Source: an optimization exercise on an open RTL-to-GDS flow (aim: small area and a short achievable clock period). Production flows keep margins and buffers that such runs may drop.
Only simulation tests tie the RTL to the original design; equivalence was not proved.

## flow/design.v (module list and top-level ports; edited modules follow where they fit)
// module booth2multiplier: 4997 lines
// module fa: 4 lines
// module ha: 4 lines
// module g_a21oi: 1 lines
// module g_inv: 1 lines
// module g_nand2: 1 lines
// module g_nor2: 1 lines
// module g_o21ai: 1 lines
// module g_o22ai: 1 lines
// module g_xnor2: 1 lines
// module g_xor2: 1 lines
module booth2multiplier #(
    parameter bit_width = 32
    )(
    input wire [bit_width-1:0] A,    
    input wire [bit_width-1:0] B,    
    input wire clk, reset_n,
    output wire [2*bit_width-1:0] OUT
);
  // ...
==> flow/run.sh <==
#!/bin/bash
# synth_recipe.tcl (not shown) runs the flow's synth.tcl, then flattens the netlist and writes it again
# the make line also repeats each setting of config.mk as NAME=value (left out here)
make -C /OpenROAD-flow-scripts/flow DESIGN_CONFIG=/design/flow/config.mk WORK_HOME=/design/flow/orfs CLKGATE_MAP_FILE= SYNTH_SCRIPT=/design/flow/synth_recipe.tcl finish
==> flow/config.mk <==
export PLATFORM = sky130hd
export DESIGN_NAME = booth2multiplier
export DESIGN_NICKNAME = booth2multiplier
export VERILOG_FILES = /design/flow/design.v
export SDC_FILE = /design/flow/constraint.sdc
export NUM_CORES = 4
export LEC_CHECK = 0
export CAP_MARGIN = 20
export CORE_MARGIN = 2
export CORE_UTILIZATION = 45
export SLEW_MARGIN = 20
export SYNTH_HIERARCHICAL = 1
==> flow/constraint.sdc <==
create_clock -name core_clock -period 13.0 [get_ports {clk}]
set_input_delay 2.6000 -clock core_clock [delete_from_list [all_inputs] [get_ports {clk}]]
set_output_delay 2.6000 -clock core_clock [all_outputs]
set_load 0.01 [all_outputs]
==> impl_metrics.yaml, run 1 <==
synthesis:
  yosysMostFrequentCell: "xnor2_1"
  synth_area_per_cell_um2: 9.236
  synth_cell_types: 12
  async_flop_share: 0
timing:
  drv_slew: 0
  tns_ns: 0
  hold_violations: 0
global_route:
  grt_util_met3: 0.05502
  grt_busiest_layer: "met2"
  grt.total_usage: 0.3263
routing:
  vias: 20927
  highest_layer: "met4"
  drcViolationCount: 0
layout:
  final-clk-cell-share: 0.01105
  multi_input_area_share: 0.8162
  largest_reg_flops: 64
  final_cell_mix: "xnor2_1 (574), o22ai_1 (512), fa_1 (434)"
  area_growth_pct: 11.35
  layout_commonest_cell: "xnor2_1"
flow_run:
  cap_violations: 0
place:
  gp_congestion: 0.9381
critical_path:
  critPathTopFamily: "adder cells"
worst_hold_path:
  min_from: "reset_n"
die:
  core_um2: 51610
  start_util: 0.4570
run_status:
  status: "complete, no violations"
==> inputs of run 2 (changes only) <==
--- a/flow/config.mk
+++ b/flow/config.mk
@@ -9,4 +9,5 @@
 export CORE_MARGIN = 2
 export CORE_UTILIZATION = 45
+export SETUP_SLACK_MARGIN = 4.3
 export SLEW_MARGIN = 20
 export SYNTH_HIERARCHICAL = 1
==> run 2 against run 1 <==
Compared with the run above: highest routed layer unchanged; critical path depth down 1; die area unchanged; largest cell class unchanged.
==> impl_metrics.yaml, run 2 <==
synthesis:
  synth_edf_count: 0
  syn_area_um2: 23590
  synth.top_cell.area_share: 0.3683
  synthSimpleGateAreaFrac: 0.05633
  synth_top_cells_by_area: "fa_1 (37%), xnor2_1 (22%), o22ai_1 (14%), dfxtp_1 (5.4%), xor2_1 (5.0%)"
  synth_top_family_by_area: "adder cells"
  synth_seq_cells: 64
  synth_xor_area_frac: 0.2651
  synth.top_cells.by_count: "xnor2_1 (580), o22ai_1 (512), fa_1 (434), inv_1 (245), nor2_1 (205)"
  yosysSeqAreaShare: 0.05432
  syn_nets: 3115
  synth_cell_types: 12
  synth_compound_area_frac: 0.1844
  async_flop_share: 0
  synthMuxAreaShare: 0
  synthAdderAreaFrac: 0.4007
  synth_area_per_cell_um2: 9.236
  ys.flop_type: "dfxtp_1"
  synth.largest_area_cell: "fa_1"
  synth_warnings: 7
  yosysMostFrequentCell: "xnor2_1"
  netlist_instances: 2554
cts:
  clock_sinks: 64
  cts_tree: "built"
  clk_pin_slew_ns: 0.06
  cts.htree.levels: 3
  numCtsBuffers: 9
  clockBufferDepth: 2
  cts-root-buf: "clkbuf_16"
  cts_hold_buf: 0
critical_path:
  crit_required_ns: 13.23
  worst-path-buf-inv: 1
  startpoint_type: "input pin"
  worstSetupEndpoint: "ff_out[44]"
  end_kind: "register"
  cpMostUsedCell: "fa_1"
  cp.arrival_ns: 8.93
  critPathTopFamily: "adder cells"
  slowest_delay_ns: 0.55
  crit_path_max_fanout: 11
  crit_slowest_cell: "fa_1"
  crit_chain: "clkdlybuf4s18_2 > xor2_4 > nand2_2 > o22ai_1 > xnor2_1 > fa_1 > fa_1 > fa_1 > fa_1 > fa_1 > fa_1 > ha_1 > nor2_4 > o21ai_2 > a21oi_2 > o21ai_1 > a21oi_2 > o21ai_4 > a21oi_2 > xor2_1 > nor2_1"
  cp.depth: 21
  path_class: "in -> reg"
  cp-startpoint: "B[2]"
timing:
  hold_violations: 0
  max_slew.worst_pin.slew_ns: 0.9186
  setup_ws_ns: 4.300
  tns_ns: 0
  whs_ns: 2.845
  setup_viol: 0
  period_needed_ns: 8.700
  fin_crit_sh: 0.6692
  rsz0062_at_grt: "yes"
  drv_slew: 0
  maxClockFrequency_mhz: 114.9
  slew_headroom: 0.3832
die:
  die_h_um: 232.9
  core_um2: 51610
  dieArea_um2: 54260
  start_util: 0.4570
  rows: 83
  die-width_um: 232.9
  io_pins: 130
flow_run:
  cap_violations: 0
layout:
  final_cells: 3529
  largestRegisters: "ff_out: 64 flops"
  area_growth_pct: 21.56
  largest_reg_flops: 64
  finalNetCount: 3404
  final_cell_mix: "xnor2_1 (548), o22ai_1 (504), fa_1 (431)"
  final_util: 0.5556
  design_area_um2: 28670
  final_layout_size_suffix_gt1_frac: 0.1503
  layout_commonest_cell: "xnor2_1"
  fillers: 4600
  regMostFlops: "ff_out"
place:
  place_ws_ns: 1.737
  place_hpwl_mm: 68.67
  port_buffers: 129
  placed_area_um2: 25940
  dp_cells: 3389
  gp_congestion: 0.9381
global_route:
  grt.overflow.total: 0
  grt_antenna_before_repair: 1
  grt_start_max_net_pins: 25
  grt_pass1_wl_mm: 133.3
  grt.total_usage: 0.3308
  grt_pass1_vias: 21954
routing:
  via_per_inst: 6.122
  ant_nets: 0
  drcViolationCount: 0
  first_pass_iters: 7
  drt_iter0_markers: 2112
  vias: 21604
  totalWireLength_mm: 89.33
  wl_per_cell_um: 25.31
run_status:
  status: "complete, no violations"
worst_hold_path:
  worst_hold_path_type: "in -> reg"
-- run 2: cell counts after synthesis --
No cell type changed its count.
-- run 2: worst min-delay path by stage --
stage,to,start,depth (start not counted),slack (ns)
after floorplan,ff_out[0],B[1],3,2.76
after CTS,ff_out[0],B[1],4,2.82
final,ff_out[0],B[1],4,2.84
after global placement,OUT[27],ff_out[27],1,3.34
after detailed placement,OUT[18],ff_out[18],1,3.33
after global routing,ff_out[0],B[1],4,2.86
-- run 2: cell families after synthesis --
| logic type | count (synthesis) |
|---|---|
| fa+ha+maj | 495 |
| other cells | 1 |
| flops | 64 |
| xor+xnor | 714 |
| compound gates | 681 |
| buf+inv | 245 |
| simple gates | 354 |
-- run 2: cell type report --
class                           count  area (um^2)  share of cell area
Antenna cell                        1        2.502          0.00008727
Clock buffer                       11        232.7            0.008116
Clock inverter                      5        57.56            0.002007
Inverter                          245         1055             0.03678
Multi-Input combinational cell   2245        22540              0.7861
Sequential cell                    64         1281             0.04468
Tap cell                          680        850.8             0.02967
Timing Repair Buffer              278         2654             0.09255
-- run 2: metal layers --
layer | vias to the layer above | track usage | part of all wire
met5 | - | 0 | 0
met1 | 10771 | 0.3980 | 0.37
li1 | 9344 | - | -
met4 | 0 | 0.2118 | 0.073
met2 | 1197 | 0.5477 | 0.47
met3 | 292 | 0.05784 | 0.083
-- run 2: Yosys stat by module (local to each module, per instance) --
module            copies in the design  cells  flops+latches
g_xnor2                            580      1              0
g_a21oi                             80      1              0
g_o22ai                            512      1              0
g_xor2                             134      1              0
g_inv                              245      1              0
ha                                  61      1              0
g_nand2                            149      1              0
fa                                 434      1              0
g_nor2                             205      1              0
booth2multiplier                     1     65             64
g_o21ai                             89      1              0
-- run 2: what timing repair did --
item	in CTS	in global routing
cloned	0	0
gates resized for setup	216	119
buffers inserted	29	94
pin swaps	16	24
setup endpoints to repair	45	32
==> inputs of run 3 (changes only) <==
--- a/flow/config.mk
+++ b/flow/config.mk
@@ -8,5 +8,5 @@
 export CAP_MARGIN = 20
 export CORE_MARGIN = 2
-export CORE_UTILIZATION = 45
+export CORE_UTILIZATION = 60
 export SETUP_SLACK_MARGIN = 4.3
 export SLEW_MARGIN = 20
==> run 3 against run 2 <==
Compared with the run above: still clean; worst setup slack better by 0.033 ns; critical path depth stayed put; die area fell by 25%; sequential share of layout area about the same; global-route usage increased by 7.3 points; via count up 2.5%; critical endpoint is now ff_out[43]; largest cell class unchanged.
==> impl_metrics.yaml, run 3 <==
run_status:
  status: "complete, no violations"
die:
  rows: 72
  io_pins: 130
  die-width_um: 202.3
  die_h_um: 202.3
  core_um2: 38740
  start_util: 0.6089
  dieArea_um2: 40920
place:
  place_hpwl_mm: 65.12
  placed_area_um2: 25730
  port_buffers: 129
  place_ws_ns: 2.099
  gp_congestion: 1.013
synthesis:
  synth_edf_count: 0
  synth_area_per_cell_um2: 9.236
  synthAdderAreaFrac: 0.4007
  synth_warnings: 7
  synth_top_family_by_area: "adder cells"
  yosysMostFrequentCell: "xnor2_1"
  synth.largest_area_cell: "fa_1"
  synth_compound_area_frac: 0.1844
  synth.top_cells.by_count: "xnor2_1 (580), o22ai_1 (512), fa_1 (434), inv_1 (245), nor2_1 (205)"
  async_flop_share: 0
  yosysSeqAreaShare: 0.05432
  synth_xor_area_frac: 0.2651
  synth_top_cells_by_area: "fa_1 (37%), xnor2_1 (22%), o22ai_1 (14%), dfxtp_1 (5.4%), xor2_1 (5.0%)"
  syn_nets: 3115
  synth_cell_types: 12
  netlist_instances: 2554
  synthSimpleGateAreaFrac: 0.05633
  syn_area_um2: 23590
  synth_seq_cells: 64
  synthMuxAreaShare: 0
  ys.flop_type: "dfxtp_1"
  synth.top_cell.area_share: 0.3683
flow_run:
  cap_violations: 0
worst_hold_path:
  holdPathStages: 4
  min_from: "B[1]"
  min_to: "ff_out[0]"
  worst_hold_path_type: "in -> reg"
global_route:
  grt_pass1_vias: 21678
  grt_start_max_net_pins: 25
  grt_antenna_before_repair: 0
  grt.overflow.total: 0
  grt.total_usage: 0.4034
  grt_pass1_wl_mm: 126.2
routing:
  drcViolationCount: 0
  via_per_inst: 6.564
  wl_per_cell_um: 25.31
  ant_nets: 0
  totalWireLength_mm: 85.38
  first_pass_iters: 5
  drt_iter0_markers: 2847
  vias: 22141
cts:
  clock_sinks: 64
  numCtsBuffers: 9
  cts_tree: "built"
  cts-root-buf: "clkbuf_16"
  clk_pin_slew_ns: 0.06
  cts.htree.levels: 3
  cts_hold_buf: 0
  clockBufferDepth: 2
layout:
  finalNetCount: 3411
  design_area_um2: 28810
  area_growth_pct: 22.13
  fillers: 2847
  regMostFlops: "ff_out"
  largest_reg_flops: 64
  final_layout_size_suffix_gt1_frac: 0.1618
  largestRegisters: "ff_out: 64 flops"
  layout_commonest_cell: "xnor2_1"
  final_cell_mix: "xnor2_1 (544), o22ai_1 (496), fa_1 (430)"
  diodes: 0
timing:
  tns_ns: 0
  drv_slew: 0
  max_slew.worst_pin.slew_ns: 0.9427
  period_needed_ns: 8.666
  setup_viol: 0
  hold_violations: 0
  fin_crit_sh: 0.6666
  setup_ws_ns: 4.334
  whs_ns: 2.764
  slew_headroom: 0.3670
  maxClockFrequency_mhz: 115.4
  rsz0062_at_grt: "yes"
critical_path:
  startpoint_type: "input pin"
  cp-startpoint: "B[23]"
  crit_required_ns: 13.24
  cp.arrival_ns: 8.91
  end_kind: "register"
  crit_path_max_fanout: 10
  path_class: "in -> reg"
[run 3: final cells by class]
cell class	count	area (um^2)	share of cell area
repair inverters	2	12.51	0.0004343
clock inverters	7	125.1	0.004343
inverters	245	1055	0.03661
flip-flops and latches	64	1281	0.04448
clock buffers	9	225.2	0.007818
multi-input cells	2245	22710	0.7885
repair buffers	283	2746	0.09534
well taps	518	648.1	0.02250
[run 3: cells by family (layout without fill, tap and decap cells)]
| logic type | after synthesis | in the layout |
|---|---|---|
| xor gates and xnor gates | 714 | 714 |
| AOI/OAI and AO/OA | 681 | 681 |
| adders and majority gates | 495 | 495 |
| and+or+nand+nor | 354 | 354 |
| buffers and inverters | 245 | 546 |
| DFF | 64 | 64 |
| other | 1 | 1 |
[run 3: critical path, cell delays in order]
cell	delay (ns)
clkdlybuf4s15_2	0.60
xor2_2	0.48
nand2_4	0.22
o22ai_1	0.22
xnor2_1	0.12
fa_1	0.44
fa_1	0.48
fa_1	0.45
fa_1	0.39
fa_1	0.50
fa_1	0.43
ha_1	0.38
nor2_2	0.09
nor2_2	0.22
nand2_1	0.13
nor2_2	0.18
nand2_1	0.12
o21ai_4	0.30
a21oi_2	0.09
xor2_1	0.17
nor2_1	0.29
[run 3: worst max-delay path by stage]
stage / endpoint / slack, ns / depth (start not counted)
2_1_floorplan: ff_out[63] / 4.42 / 22
3_3_place_gp: ff_out[63] / 1.83 / 23
3_5_place_dp: ff_out[63] / 2.10 / 22
4_1_cts: ff_out[63] / 4.30 / 23
5_1_grt: ff_out[40] / 4.14 / 25
6_report: ff_out[43] / 4.33 / 21
[run 3: modules after synthesis, one instance, submodules excluded]
| module | flip-flops and latches | cells | times used |
|---|---|---|---|
| g_nor2 | 0 | 1 | 205 |
| g_inv | 0 | 1 | 245 |
| g_a21oi | 0 | 1 | 80 |
| g_nand2 | 0 | 1 | 149 |
| booth2multiplier | 64 | 65 | 1 |
| g_xor2 | 0 | 1 | 134 |
| fa | 0 | 1 | 434 |
| g_o22ai | 0 | 1 | 512 |
| g_o21ai | 0 | 1 | 89 |
| g_xnor2 | 0 | 1 | 580 |
| ha | 0 | 1 | 61 |
[run 3: what timing repair did]
item / 4_1_cts / 5_1_grt
gates cloned: 0 / 2
setup buffers: 20 / 111
endpoints found under the hold margin: 0 / 0
resized for setup: 200 / 169
pin swaps: 15 / 19
endpoints found under the setup margin: 46 / 29
[run 3: routing by layer]
| layer | GRT usage | vias to the layer above | share of wire |
|---|---|---|---|
| li1 | - | 9352 | - |
| met1 | 0.5240 | 10745 | 0.36 |
| met2 | 0.6466 | 1649 | 0.45 |
| met3 | 0.07804 | 395 | 0.12 |
| met4 | 0.2041 | 0 | 0.068 |
| met5 | 0 | - | 0 |
[run 3: through the flow]
stage | std cells | util
after global routing | 3373 | 0.7437
after floorplan | 2554 | -
after global placement | 3224 | 0.6634
after CTS | 3260 | 0.6991
after detailed placement | 3224 | 0.6642
final | 3373 | 0.7437
==> inputs of run 4 (changes only) <==
--- a/flow/config.mk
+++ b/flow/config.mk
@@ -8,6 +8,6 @@
 export CAP_MARGIN = 20
 export CORE_MARGIN = 2
-export CORE_UTILIZATION = 60
-export SETUP_SLACK_MARGIN = 4.3
+export CORE_UTILIZATION = 45
+export SETUP_SLACK_MARGIN = 3.8
 export SLEW_MARGIN = 20
 export SYNTH_HIERARCHICAL = 1
==> run 4 against run 3 <==
Compared with the run above: first-iteration DRC count decreased by 21%; fmax decreased by 4.6%; global-route usage decreased by 7.6 points; critical path depth increased by 2; count of clock-buffer cells in the layout increased by 2; design area decreased by 6.2%; core utilization decreased by 22 points; via count decreased by 5.0%; largest cell class unchanged.
==> impl_metrics.yaml, run 4 <==
run_status:
  status: "complete, no violations"
layout:
  layout_commonest_cell: "xnor2_1"
  largest_reg_flops: 64
  diodes: 0
  finalNetCount: 3296
  regMostFlops: "ff_out"
  final_cell_mix: "xnor2_1 (553), o22ai_1 (512), fa_1 (434)"
  ff_latch_area_um2: 1281
  area_growth_pct: 14.58
  final_layout_size_suffix_gt1_frac: 0.07993
  largestRegisters: "ff_out: 64 flops"
  multi_input_area_um2: 22080
  fillers: 4777
die:
  io_pins: 130
  die_h_um: 232.9
  dieArea_um2: 54260
  start_util: 0.4570
  core_um2: 51610
  die-width_um: 232.9
  rows: 83
routing:
  totalWireLength_mm: 87.45
  ant_nets: 0
  via_per_inst: 6.151
  wl_per_cell_um: 25.57
  first_pass_iters: 6
  drt_iter0_markers: 2258
  drcViolationCount: 0
  vias: 21036
global_route:
  grt_start_max_net_pins: 25
  grt_pass1_wl_mm: 132.0
  grt_pass1_vias: 21721
  grt.total_usage: 0.3279
  grt.overflow.total: 0
  grt_antenna_before_repair: 0
cts:
  cts-root-buf: "clkbuf_16"
  cts.htree.levels: 3
  clockBufferDepth: 2
  numCtsBuffers: 9
  cts_tree: "built"
  clk_pin_slew_ns: 0.06
  clock_sinks: 64
synthesis:
  synth.largest_area_cell: "fa_1"
  synth.top_cell.area_share: 0.3683
  ys.flop_type: "dfxtp_1"
  async_flop_share: 0
  synth_edf_count: 0
  netlist_instances: 2554
  synth_cell_types: 12
  synth_top_cells_by_area: "fa_1 (37%), xnor2_1 (22%), o22ai_1 (14%), dfxtp_1 (5.4%), xor2_1 (5.0%)"
  yosysSeqAreaShare: 0.05432
  synth_area_per_cell_um2: 9.236
  syn_nets: 3115
  synth_seq_cells: 64
  syn_area_um2: 23590
  yosysMostFrequentCell: "xnor2_1"
  synth.top_cells.by_count: "xnor2_1 (580), o22ai_1 (512), fa_1 (434), inv_1 (245), nor2_1 (205)"
  synth_warnings: 7
place:
  port_buffers: 129
  place_hpwl_mm: 68.67
  gp_congestion: 0.9381
timing:
  fin_crit_sh: 0.6989
  period_needed_ns: 9.086
  setup_viol: 0
  rsz0062_at_grt: "yes"
  tns_ns: 0
  whs_ns: 3.020
  drv_slew: 0
  hold_violations: 0
  slew_headroom: 0.3360
  maxClockFrequency_mhz: 110.1
  max_slew.worst_pin.slew_ns: 0.9949
worst_hold_path:
  min_to: "ff_out[0]"
  min_from: "B[1]"
  worst_hold_path_type: "in -> reg"
  holdPathStages: 4
critical_path:
  end_kind: "register"
  crit_required_ns: 13.28
  cp.arrival_ns: 9.37
  startpoint_type: "input pin"
  crit_path_max_fanout: 12
  path_class: "in -> reg"
flow_run:
  cap_violations: 0
-- run 4: cell counts after synthesis --
Identical to the previous run, type by type.
-- run 4: worst max path at each step --
stage          start          to  slack, ns  cells after the start
4_1_cts        B[23]  ff_out[63]       3.81                     23
5_1_grt        B[19]  ff_out[47]       3.79                     24
2_1_floorplan   B[1]  ff_out[63]       4.42                     22
3_5_place_dp    B[1]  ff_out[63]       1.74                     23
3_3_place_gp    B[1]  ff_out[63]       1.60                     23
6_report       B[19]  ff_out[43]       3.91                     23
-- run 4: cells by family after synthesis --
family                     share of synthesized area
xor gates and xnor gates                      0.2651
AOI/OAI and AO/OA                             0.1844
adders and majority gates                     0.4007
and+or+nand+nor                              0.05633
buffers and inverters                        0.03899
DFF                                          0.05432
other                                      0.0001590
-- run 4: cell type report --
cell class	instances	area share
Tap cell	680	0.03148
Multi-Input combinational cell	2245	0.8170
Timing Repair Buffer	170	0.05894
Inverter	245	0.03444
Clock buffer	11	0.008611
Sequential cell	64	0.04741
Clock inverter	5	0.002130
-- run 4: worst max-delay path, cell delays in order --
cell	delay [ns]
clkdlybuf4s50_1	0.45
buf_4	0.28
xnor2_1	0.16
buf_4	0.27
nand2_2	0.26
o22ai_1	0.24
xnor2_1	0.12
fa_1	0.42
fa_1	0.49
fa_1	0.40
fa_1	0.48
fa_1	0.55
fa_1	0.47
ha_1	0.36
nor2_1	0.08
nor2_2	0.22
nand2_1	0.15
nor2_1	0.22
nand2_1	0.26
o21ai_4	0.37
a21oi_2	0.10
xor2_1	0.17
nor2_1	0.21
-- run 4: modules after synthesis (local to each module, per instance) --
| module | copies in the design | cells | cell area (um^2) | flip-flops and latches |
|---|---|---|---|---|
| g_inv | 245 | 1 | 3.754 | 0 |
| g_xor2 | 134 | 1 | 8.758 | 0 |
| g_a21oi | 80 | 1 | 8.758 | 0 |
| ha | 61 | 1 | 12.51 | 0 |
| g_o21ai | 89 | 1 | 5.005 | 0 |
| g_nand2 | 149 | 1 | 3.754 | 0 |
| g_nor2 | 205 | 1 | 3.754 | 0 |
| booth2multiplier | 1 | 65 | 1285 | 64 |
| fa | 434 | 1 | 20.02 | 0 |
| g_xnor2 | 580 | 1 | 8.758 | 0 |
| g_o22ai | 512 | 1 | 6.256 | 0 |
-- run 4: per-stage QoR --
step	cells	setup WS (ns)	area (um^2)	util
global route	3420	3.792	27030	0.5236
detailed placement	3389	1.737	25940	0.5026
CTS	3410	3.805	26750	0.5183
finish	3420	3.914	27030	0.5236
global placement	3389	1.598	25930	0.5024
floorplan	2554	4.424	23590	-
-- run 4: routing by layer --
layer | global-route usage | vias to the layer above | part of all wire
li1 | - | 9129 | -
met1 | 0.3965 | 10455 | 0.37
met2 | 0.5379 | 1174 | 0.47
met3 | 0.05797 | 278 | 0.080
met4 | 0.2142 | 0 | 0.074
met5 | 0 | - | 0
-- run 4: repair_timing --
action,CTS,global route
endpoints found under the setup margin,37,29
buffers inserted,5,10
hold buffers,0,0
pin swaps,5,5
gates resized for setup,104,55
==> inputs of run 5 (changes only) <==
==> flow/flow/run.sh (new file) <==
#!/bin/bash
# The standard layout (the standard.sh, all ORFS steps from synthesis to
# finish), except that the port buffers placed before global placement are
# sky130_fd_sc_hd__buf_1 cells instead of the default delay-buffer cell; the
# resizer upsizes them where timing needs it.  Full output in flow_standard.log.
set -euo pipefail
bash standard.sh "BUFFER_PORTS_ARGS=-buffer_cell sky130_fd_sc_hd__buf_1" finish > flow_standard.log 2>&1
==> flow/standard.sh (new file) <==
#!/bin/bash
# synth_recipe.tcl (not shown) runs the flow's synth.tcl, then flattens the netlist and writes it again
# the make line also repeats each setting of config.mk as NAME=value (left out here)
make -C /OpenROAD-flow-scripts/flow DESIGN_CONFIG=/design/flow/config.mk WORK_HOME=/design/flow/orfs CLKGATE_MAP_FILE= SYNTH_SCRIPT=/design/flow/synth_recipe.tcl "${@:-finish}"
--- a/flow/config.mk
+++ b/flow/config.mk
@@ -9,5 +9,5 @@
 export CORE_MARGIN = 2
 export CORE_UTILIZATION = 45
-export SETUP_SLACK_MARGIN = 3.8
+export SETUP_SLACK_MARGIN = 5
 export SLEW_MARGIN = 20
 export SYNTH_HIERARCHICAL = 1
removed: flow/run.sh
==> run 5 against run 4 <==
Compared with the run above: final cell count grew 5.6%; worst setup slack gained 1.2 ns; non-clock buffer count grew 188; design area grew 13%; die area is the same; synthesized area is the same; critical path depth is the same; fmax grew 15%; synthesized cell count is the same; critical path type unchanged.
==> impl_metrics.yaml, run 5 <==
die:
  rows: 83
  io_pins: 130
  start_util: 0.4570
  die-width_um: 232.9
  core_um2: 51610
  die_h_um: 232.9
  dieArea_um2: 54260
cts:
  cts.htree.levels: 3
  clockBufferDepth: 2
  clock_sinks: 64
  clk_pin_slew_ns: 0.06
  cts-root-buf: "clkbuf_16"
  numCtsBuffers: 9
  cts_tree: "built"
place:
  port_buffers: 129
  dp_cells: 3374
  placed_area_um2: 25410
  place_hpwl_mm: 65.71
  gp_congestion: 0.9534
layout:
  largest_reg_flops: 64
  design_area_um2: 30530
  final_cell_mix: "xnor2_1 (522), o22ai_1 (470), fa_1 (406)"
  largestRegisters: "ff_out: 64 flops"
  layout_commonest_cell: "xnor2_1"
  finalNetCount: 3486
  final_layout_size_suffix_gt1_frac: 0.2389
  final_cells: 3610
  area_growth_pct: 29.45
  regMostFlops: "ff_out"
  diodes: 0
synthesis:
  syn_area_um2: 23590
  synthSimpleGateAreaFrac: 0.05633
  synthAdderAreaFrac: 0.4007
  synth_cell_types: 12
  async_flop_share: 0
  synth_area_per_cell_um2: 9.236
  synth.top_cell.area_share: 0.3683
  synth_compound_area_frac: 0.1844
  synthMuxAreaShare: 0
  synth_seq_cells: 64
  synth.top_cells.by_count: "xnor2_1 (580), o22ai_1 (512), fa_1 (434), inv_1 (245), nor2_1 (205)"
  synth.largest_area_cell: "fa_1"
  netlist_instances: 2554
  synth_warnings: 7
  yosysMostFrequentCell: "xnor2_1"
  synth_top_family_by_area: "adder cells"
  synth_xor_area_frac: 0.2651
  syn_nets: 3115
  yosysSeqAreaShare: 0.05432
  synth_top_cells_by_area: "fa_1 (37%), xnor2_1 (22%), o22ai_1 (14%), dfxtp_1 (5.4%), xor2_1 (5.0%)"
  synth_edf_count: 0
  ys.flop_type: "dfxtp_1"
worst_hold_path:
  min_from: "B[1]"
  min_to: "ff_out[0]"
  holdPathStages: 4
  worst_hold_path_type: "in -> reg"
timing:
  fin_crit_sh: 0.6081
  maxClockFrequency_mhz: 126.5
  tns_ns: 0
  setup_viol: 0
  period_needed_ns: 7.906
  drv_slew: 0
  hold_violations: 0
  slew_headroom: 0.3421
  rsz0062_at_grt: "yes"
  max_slew.worst_pin.slew_ns: 0.9798
  whs_ns: 2.645
global_route:
  grt_pass1_vias: 22007
  grt.overflow.total: 0
  grt_start_max_net_pins: 25
  grt_pass1_wl_mm: 129.9
  grt.total_usage: 0.3179
  grt_antenna_before_repair: 0
routing:
  drcViolationCount: 0
  ant_nets: 0
  vias: 22272
  drt_iter0_markers: 2332
  first_pass_iters: 6
  wl_per_cell_um: 25.14
  totalWireLength_mm: 90.77
  via_per_inst: 6.170
critical_path:
  startpoint_type: "input pin"
  slowest_delay_ns: 0.66
  path_class: "in -> reg"
  critPathTopFamily: "adder cells"
  cpMostUsedCell: "fa_1"
  worst-path-buf-inv: 4
  crit_chain: "buf_1 > buf_12 > xor2_4 > buf_4 > nand2_4 > o22ai_1 > xnor2_1 > fa_1 > fa_2 > fa_1 > fa_1 > fa_2 > ha_4 > nor2_2 > nor2_4 > nand2_2 > nor2_4 > buf_4 > a21oi_2 > o21ai_1 > a21oi_2 > xor2_1 > nor2_1"
  cp-startpoint: "B[17]"
  end_kind: "register"
  cp.arrival_ns: 8.15
  crit_required_ns: 13.24
  crit_path_max_fanout: 11
  crit_slowest_cell: "fa_2"
flow_run:
  cap_violations: 0
run_status:
  status: "complete, no violations"
run 5: final cells by class:
type                            count  area, um^2
Multi-Input combinational cell   2247       23880
Tap cell                          680       850.8
Clock buffer                       10       239.0
Fill cell                        4248       21080
Clock inverter                      6       66.31
Timing Repair Buffer              358        3100
Inverter                          245        1119
Sequential cell                    64        1281
run 5: cell families after synthesis:
kind of cell | after synthesis
xor gates and xnor gates | 714
AOI/OAI and AO/OA | 681
adders and majority gates | 495
and+or+nand+nor | 354
buffers and inverters | 245
DFF | 64
other | 1
run 5: worst max-delay path by stage:
stage                       endpoint  slack, ns  cells after the start
after floorplan           ff_out[63]       4.98                     22
after global placement    ff_out[53]       3.37                     22
after detailed placement  ff_out[52]       3.27                     22
after CTS                 ff_out[57]       5.00                     22
after global routing      ff_out[61]       4.90                     28
final                     ff_out[55]       5.09                     23
run 5: modules after synthesis (local to each module, per instance), excerpt:
module / copies in the design / flops+latches / area [um^2] / cells inside
booth2multiplier: 1 / 64 / 1285 / 65
fa: 434 / 0 / 20.02 / 1
g_a21oi: 80 / 0 / 8.758 / 1
g_inv: 245 / 0 / 3.754 / 1
g_nand2: 149 / 0 / 3.754 / 1
g_nor2: 205 / 0 / 3.754 / 1
g_o21ai: 89 / 0 / 5.005 / 1
g_o22ai: 512 / 0 / 6.256 / 1
g_xnor2: 580 / 0 / 8.758 / 1
g_xor2: 134 / 0 / 8.758 / 1
run 5: metal layers:
| metal | wire [um] | vias to the layer above | part of all wire | track usage |
|---|---|---|---|---|
| met5 | 0 | - | 0 | 0 |
| met4 | 6381 | 0 | 0.070 | 0.1660 |
| met3 | 7853 | 383 | 0.087 | 0.06299 |
| met2 | 43350 | 1379 | 0.48 | 0.5307 |
| met1 | 33190 | 10992 | 0.37 | 0.3885 |
| li1 | - | 9518 | - | - |
run 5: through the flow:
step	util	setup slack, ns
after global routing	0.5916	4.901
after floorplan	-	4.984
after CTS	0.5426	5.002
after detailed placement	0.4924	3.273
final	0.5916	5.094
after global placement	0.4924	3.374
run 5: timing repair:
action                     4_1_cts  5_1_grt
pin swaps                       51       77
setup endpoints to repair       46       44
resized for setup              276      278
gates cloned                     0        2
buffers inserted               108      110
hold buffers                     0        0
==> inputs of run 6 (changes only) <==
--- a/flow/config.mk
+++ b/flow/config.mk
@@ -9,5 +9,5 @@
 export CORE_MARGIN = 2
 export CORE_UTILIZATION = 45
-export SETUP_SLACK_MARGIN = 5
+export SETUP_SLACK_MARGIN = 4.0
 export SLEW_MARGIN = 20
 export SYNTH_HIERARCHICAL = 1
==> run 6 against run 5 <==
Compared with the run above: still clean on timing, DRC and antenna; fmax shrank 11%; global-route usage grew 0.45 points; sequential share of layout area grew 0.69 points; routed wire length decreased by 4.8%; final cell count fell by 5.5%; core utilization shrank 8.3 points; synthesized area is the same; flip-flop and latch count stayed put; critical path type unchanged; largest cell class unchanged.
==> impl_metrics.yaml, run 6 <==
routing:
  via_per_inst: 6.145
  first_pass_iters: 5
  ant_nets: 0
  totalWireLength_mm: 86.40
  drcViolationCount: 0
  drt_iter0_markers: 2024
  wl_per_cell_um: 25.31
  vias: 20972
global_route:
  grt.total_usage: 0.3223
  grt_pass1_wl_mm: 129.9
  grt_pass1_vias: 21377
  grt.overflow.total: 0
  grt_start_max_net_pins: 25
  grt_antenna_before_repair: 2
cts:
  cts_tree: "built"
  clk_pin_slew_ns: 0.09
  cts.htree.levels: 3
  clockBufferDepth: 2
  cts_hold_buf: 0
  cts-root-buf: "clkbuf_16"
  clock_sinks: 64
  numCtsBuffers: 9
critical_path:
  end_kind: "register"
  crit_path_max_fanout: 12
  critPathTopFamily: "adder cells"
  slowest_delay_ns: 0.84
  worst-path-buf-inv: 1
  crit_chain: "buf_2 > xnor2_2 > nand2_1 > o22ai_1 > xnor2_1 > fa_1 > fa_1 > fa_1 > fa_1 > ha_1 > nand2_1 > o21ai_1 > a21oi_2 > o21ai_1 > a21oi_2 > o21ai_1 > a21oi_2 > o21ai_1 > xor2_1 > nor2_1"
  crit_slowest_cell: "xnor2_2"
  crit_required_ns: 13.28
  path_class: "in -> reg"
  startpoint_type: "input pin"
  cp.arrival_ns: 9.15
layout:
  final_util: 0.5082
  layout_commonest_cell: "xnor2_1"
  largestRegisters: "ff_out: 64 flops"
  fillers: 4840
  area_growth_pct: 11.20
  regMostFlops: "ff_out"
  largest_reg_flops: 64
  finalNetCount: 3289
  final_layout_size_suffix_gt1_frac: 0.08306
  diodes: 0
  final_cell_mix: "xnor2_1 (551), o22ai_1 (512), fa_1 (434)"
timing:
  fin_crit_sh: 0.6823
  maxClockFrequency_mhz: 112.7
  tns_ns: 0
  hold_violations: 0
  slew_headroom: 0.3392
  rsz0062_at_grt: "no"
  period_needed_ns: 8.870
  max_slew.worst_pin.slew_ns: 0.9863
  drv_slew: 0
  setup_viol: 0
  setup_ws_ns: 4.130
synthesis:
  yosysMostFrequentCell: "xnor2_1"
  synth_top_cells_by_area: "fa_1 (37%), xnor2_1 (22%), o22ai_1 (14%), dfxtp_1 (5.4%), xor2_1 (5.0%)"
  synth.top_cells.by_count: "xnor2_1 (580), o22ai_1 (512), fa_1 (434), inv_1 (245), nor2_1 (205)"
  netlist_instances: 2554
  ys.flop_type: "dfxtp_1"
  synth_seq_cells: 64
  async_flop_share: 0
  synth_edf_count: 0
  synth_area_per_cell_um2: 9.236
  synth_cell_types: 12
  syn_nets: 3115
  yosysSeqAreaShare: 0.05432
  synth_warnings: 7
  synth.largest_area_cell: "fa_1"
  synth.top_cell.area_share: 0.3683
  syn_area_um2: 23590
place:
  place_hpwl_mm: 68.11
  place_ws_ns: 2.277
  port_buffers: 129
  gp_congestion: 0.9572
run_status:
  status: "complete, no violations"
die:
  dieArea_um2: 54260
  die_h_um: 232.9
  start_util: 0.4570
  io_pins: 130
  rows: 83
  core_um2: 51610
  die-width_um: 232.9
worst_hold_path:
  worst_hold_path_type: "in -> reg"
flow_run:
  cap_violations: 0
[run 6: final cells by class]
| cell class | count | area, um^2 | area share |
|---|---|---|---|
| Multi-Input combinational cell | 2245 | 22060 | 0.8409 |
| Sequential cell | 64 | 1281 | 0.04885 |
| Inverter | 245 | 923.4 | 0.03520 |
| Tap cell | 680 | 850.8 | 0.03244 |
| Timing Repair Buffer | 163 | 788.3 | 0.03005 |
| Clock buffer | 10 | 239.0 | 0.009111 |
| Clock inverter | 6 | 91.34 | 0.003482 |
[run 6: cells by family after synthesis]
group	Yosys count	synth area share
xor+xnor	714	0.2651
compound gates	681	0.1844
fa+ha+maj	495	0.4007
simple gates	354	0.05633
buf+inv	245	0.03899
flops	64	0.05432
other cells	1	0.0001590
[run 6: per-module statistics from Yosys (local to each module, per instance)]
module,flip-flops and latches,cell area [um^2],cells inside
g_o22ai,0,6.256,1
ha,0,12.51,1
g_o21ai,0,5.005,1
g_xor2,0,8.758,1
g_inv,0,3.754,1
g_xnor2,0,8.758,1
booth2multiplier,64,1285,65
g_nand2,0,3.754,1
g_nor2,0,3.754,1
fa,0,20.02,1
g_a21oi,0,8.758,1
[run 6: path summary, 6_finish.rpt]
| check | cells after the start | endpoint | start | slack, ns |
|---|---|---|---|---|
| setup / recovery | 20 | ff_out[63] | B[25] | 4.13 |
| hold / removal | 4 | ff_out[0] | B[1] | 2.77 |
[run 6: layer usage]
layer  up-vias  routed length, um  GRT usage
li1       9114                  -          -
met1     10510              31650     0.3908
met2      1106              41360     0.5322
met3       238               7525    0.06164
met4         4               5843     0.1929
met5         -                 23          0
[run 6: what timing repair did]
item,in CTS,in global routing
resized for setup,68,66
setup buffers,1,12
cloned,0,0
setup endpoints to repair,35,27
pin swaps,1,5
[run 6: metrics by stage]
step	hold WS, ns	cells	cell area [um^2]
after floorplan	2.764	2554	23590
after global placement	2.987	3384	25090
after detailed placement	2.985	3384	25100
after CTS	2.750	3401	25820
after global routing	2.782	3413	26230
final	2.770	3413	26230
==> inputs of run 7 (changes only) <==
--- a/flow/config.mk
+++ b/flow/config.mk
@@ -9,5 +9,5 @@
 export CORE_MARGIN = 2
 export CORE_UTILIZATION = 45
-export SETUP_SLACK_MARGIN = 4.0
+export SETUP_SLACK_MARGIN = 4.3
 export SLEW_MARGIN = 20
 export SYNTH_HIERARCHICAL = 1
==> run 7 against run 6 <==
Compared with the run above: still clean; design area rose by 1.3%; non-clock buffer count is 7 higher; flip-flop and latch count unchanged; first-iteration DRC count barely moved; sequential share of layout area fell by 0.064 points; largest cell class unchanged.
==> impl_metrics.yaml, run 7 <==
place:
  place_hpwl_mm: 68.11
  dp_cells: 3384
  placed_area_um2: 25100
  gp_congestion: 0.9572
  port_buffers: 129
synthesis:
  synth_warnings: 7
  synth.top_cell.area_share: 0.3683
  synthMuxAreaShare: 0
  synth_xor_area_frac: 0.2651
  async_flop_share: 0
  syn_area_um2: 23590
  synth_area_per_cell_um2: 9.236
  synth_cell_types: 12
  yosysSeqAreaShare: 0.05432
  synth_top_family_by_area: "adder cells"
  synth_edf_count: 0
  synth.top_cells.by_count: "xnor2_1 (580), o22ai_1 (512), fa_1 (434), inv_1 (245), nor2_1 (205)"
  ys.flop_type: "dfxtp_1"
  synth_seq_cells: 64
  synth_compound_area_frac: 0.1844
  synth.largest_area_cell: "fa_1"
  netlist_instances: 2554
  synthSimpleGateAreaFrac: 0.05633
  synth_top_cells_by_area: "fa_1 (37%), xnor2_1 (22%), o22ai_1 (14%), dfxtp_1 (5.4%), xor2_1 (5.0%)"
  synthAdderAreaFrac: 0.4007
  syn_nets: 3115
  yosysMostFrequentCell: "xnor2_1"
global_route:
  grt.total_usage: 0.3221
  grt_pass1_vias: 21532
  grt_start_max_net_pins: 25
  grt.overflow.total: 0
  grt_pass1_wl_mm: 129.6
  grt_antenna_before_repair: 1
layout:
  regMostFlops: "ff_out"
  final_layout_size_suffix_gt1_frac: 0.09635
  area_growth_pct: 12.69
  largestRegisters: "ff_out: 64 flops"
  layout_commonest_cell: "xnor2_1"
  final_cell_mix: "xnor2_1 (550), o22ai_1 (511), fa_1 (434)"
  diodes: 0
  final_cells: 3420
  largest_reg_flops: 64
  design_area_um2: 26580
  finalNetCount: 3296
timing:
  setup_viol: 0
  fin_crit_sh: 0.6683
  rsz0062_at_grt: "yes"
  period_needed_ns: 8.688
  slew_headroom: 0.3363
  maxClockFrequency_mhz: 115.1
  hold_violations: 0
  drv_slew: 0
  tns_ns: 0
  max_slew.worst_pin.slew_ns: 0.9884
cts:
  numCtsBuffers: 9
  cts.htree.levels: 3
  clk_pin_slew_ns: 0.06
  cts-root-buf: "clkbuf_16"
  clock_sinks: 64
  cts_tree: "built"
  clockBufferDepth: 2
  cts_hold_buf: 0
die:
  core_um2: 51610
  die-width_um: 232.9
  dieArea_um2: 54260
  die_h_um: 232.9
  io_pins: 130
  start_util: 0.4570
  rows: 83
critical_path:
  crit_path_max_fanout: 16
  cp.arrival_ns: 8.97
  startpoint_type: "input pin"
  cpMostUsedCell: "fa_1"
  path_class: "in -> reg"
  slowest_delay_ns: 0.61
  worst-path-buf-inv: 2
  crit_chain: "buf_1 > inv_1 > o22ai_1 > xnor2_1 > fa_1 > fa_1 > fa_1 > fa_1 > fa_1 > fa_1 > ha_1 > nor2_1 > nor2_2 > nand2_1 > nor2_1 > nand2_1 > o21ai_4 > a21oi_2 > xor2_1 > nor2_1"
  crit_slowest_cell: "fa_1"
  end_kind: "register"
  critPathTopFamily: "adder cells"
  crit_required_ns: 13.29
routing:
  vias: 20974
  ant_nets: 0
  drcViolationCount: 0
  wl_per_cell_um: 25.27
  wl_met2_mm: 40.95
  wl_met1_mm: 32.24
  wl_met3_mm: 7.050
  drt_iter0_markers: 2023
  highest_layer: "met5"
  totalWireLength_mm: 86.42
  via_per_inst: 6.133
  first_pass_iters: 6
worst_hold_path:
  worst_hold_path_type: "in -> reg"
run_status:
  status: "complete, no violations"
flow_run:
  cap_violations: 0
-- run 7: cell type report --
class / count / area [um^2]
Clock buffer: 10 / 239.0
Clock inverter: 6 / 91.34
Fill cell: 4798 / 25030
Inverter: 245 / 945.9
Multi-Input combinational cell: 2245 / 22290
Sequential cell: 64 / 1281
Tap cell: 680 / 850.8
Timing Repair Buffer: 170 / 878.3
-- run 7: modules after synthesis, one instance, submodules excluded --
module | cell area (um^2) | cells inside
g_inv | 3.754 | 1
fa | 20.02 | 1
ha | 12.51 | 1
g_a21oi | 8.758 | 1
g_o22ai | 6.256 | 1
g_nand2 | 3.754 | 1
g_xnor2 | 8.758 | 1
booth2multiplier | 1285 | 65
g_nor2 | 3.754 | 1
g_o21ai | 5.005 | 1
g_xor2 | 8.758 | 1
-- run 7: worst paths after layout --
kind,startpoint,depth (start not counted),end,slack [ns]
worst max-delay path,A[22],20,ff_out[43],4.31
worst min-delay path,B[1],4,ff_out[0],2.73
-- run 7: cells by family after synthesis --
| logic type | after synthesis |
|---|---|
| simple gates | 354 |
| compound gates | 681 |
| other cells | 1 |
| fa+ha+maj | 495 |
| flops | 64 |
| buf+inv | 245 |
| xor+xnor | 714 |
-- run 7: stage by stage --
step / util / setup WS [ns] / hold WS [ns]
floorplan: - / 4.424 / 2.764
global placement: 0.4861 / 2.381 / 2.987
detailed placement: 0.4862 / 2.277 / 2.985
CTS: 0.5048 / 4.292 / 2.686
global route: 0.5150 / 4.242 / 2.745
finish: 0.5150 / 4.312 / 2.734
-- run 7: per-layer routing --
layer  vias up  global-route usage
li1       9136                   -
met1     10501              0.3858
met2      1086              0.5294
met3       249             0.06495
met4         2              0.2042
met5         -                   0
-- run 7: timing repair --
item,in CTS,in global routing
hold endpoints to repair,0,0
setup buffers,1,19
gates resized for setup,121,71
pin swaps,2,12
endpoints found under the setup margin,43,30

## afterwards: timing with drivers on the ports
In the flow no input, the clock included, has a driving cell. The finished layouts below were timed again as built, in two steps. Step 1 assumes that a clkbuf_16 drives the clock port and a buf_2 every other input. Step 2 also shifts input and output timing later by t, the mid clock arrival at the registers, as if the neighbouring blocks saw the same clock. a / b / c = ideal / step 1 / step 2; a / b = the first two.
run	t (ns)	setup slack, ns	worst setup path after step 2	latest minus earliest clock arrival (ns)	worst data-port slew with drivers (ns)
run 1	0.435	2.445 / 2.435 / 2.000	input to register	0.019 / 0.018	0.09
run 2	0.436	4.300 / 4.330 / 3.894	input to register	0.018 / 0.018	0.08
run 3	0.416	4.334 / 4.361 / 3.944	input to register	0.022 / 0.021	0.05
run 4	0.436	3.914 / 3.942 / 3.506	input to register	0.018 / 0.018	0.09
run 5	0.433	5.094 / 5.119 / 4.686	input to register	0.010 / 0.010	0.06
run 6	0.444	4.130 / 4.154 / 3.711	input to register	0.036 / 0.035	0.09
run 7	0.443	4.312 / 4.344 / 3.901	input to register	0.033 / 0.033	0.09
After both steps every run listed still meets setup and hold. For run 1, which loses most, drivers alone change the setup slack by -0.010 ns; drivers and shift together by -0.445 ns.
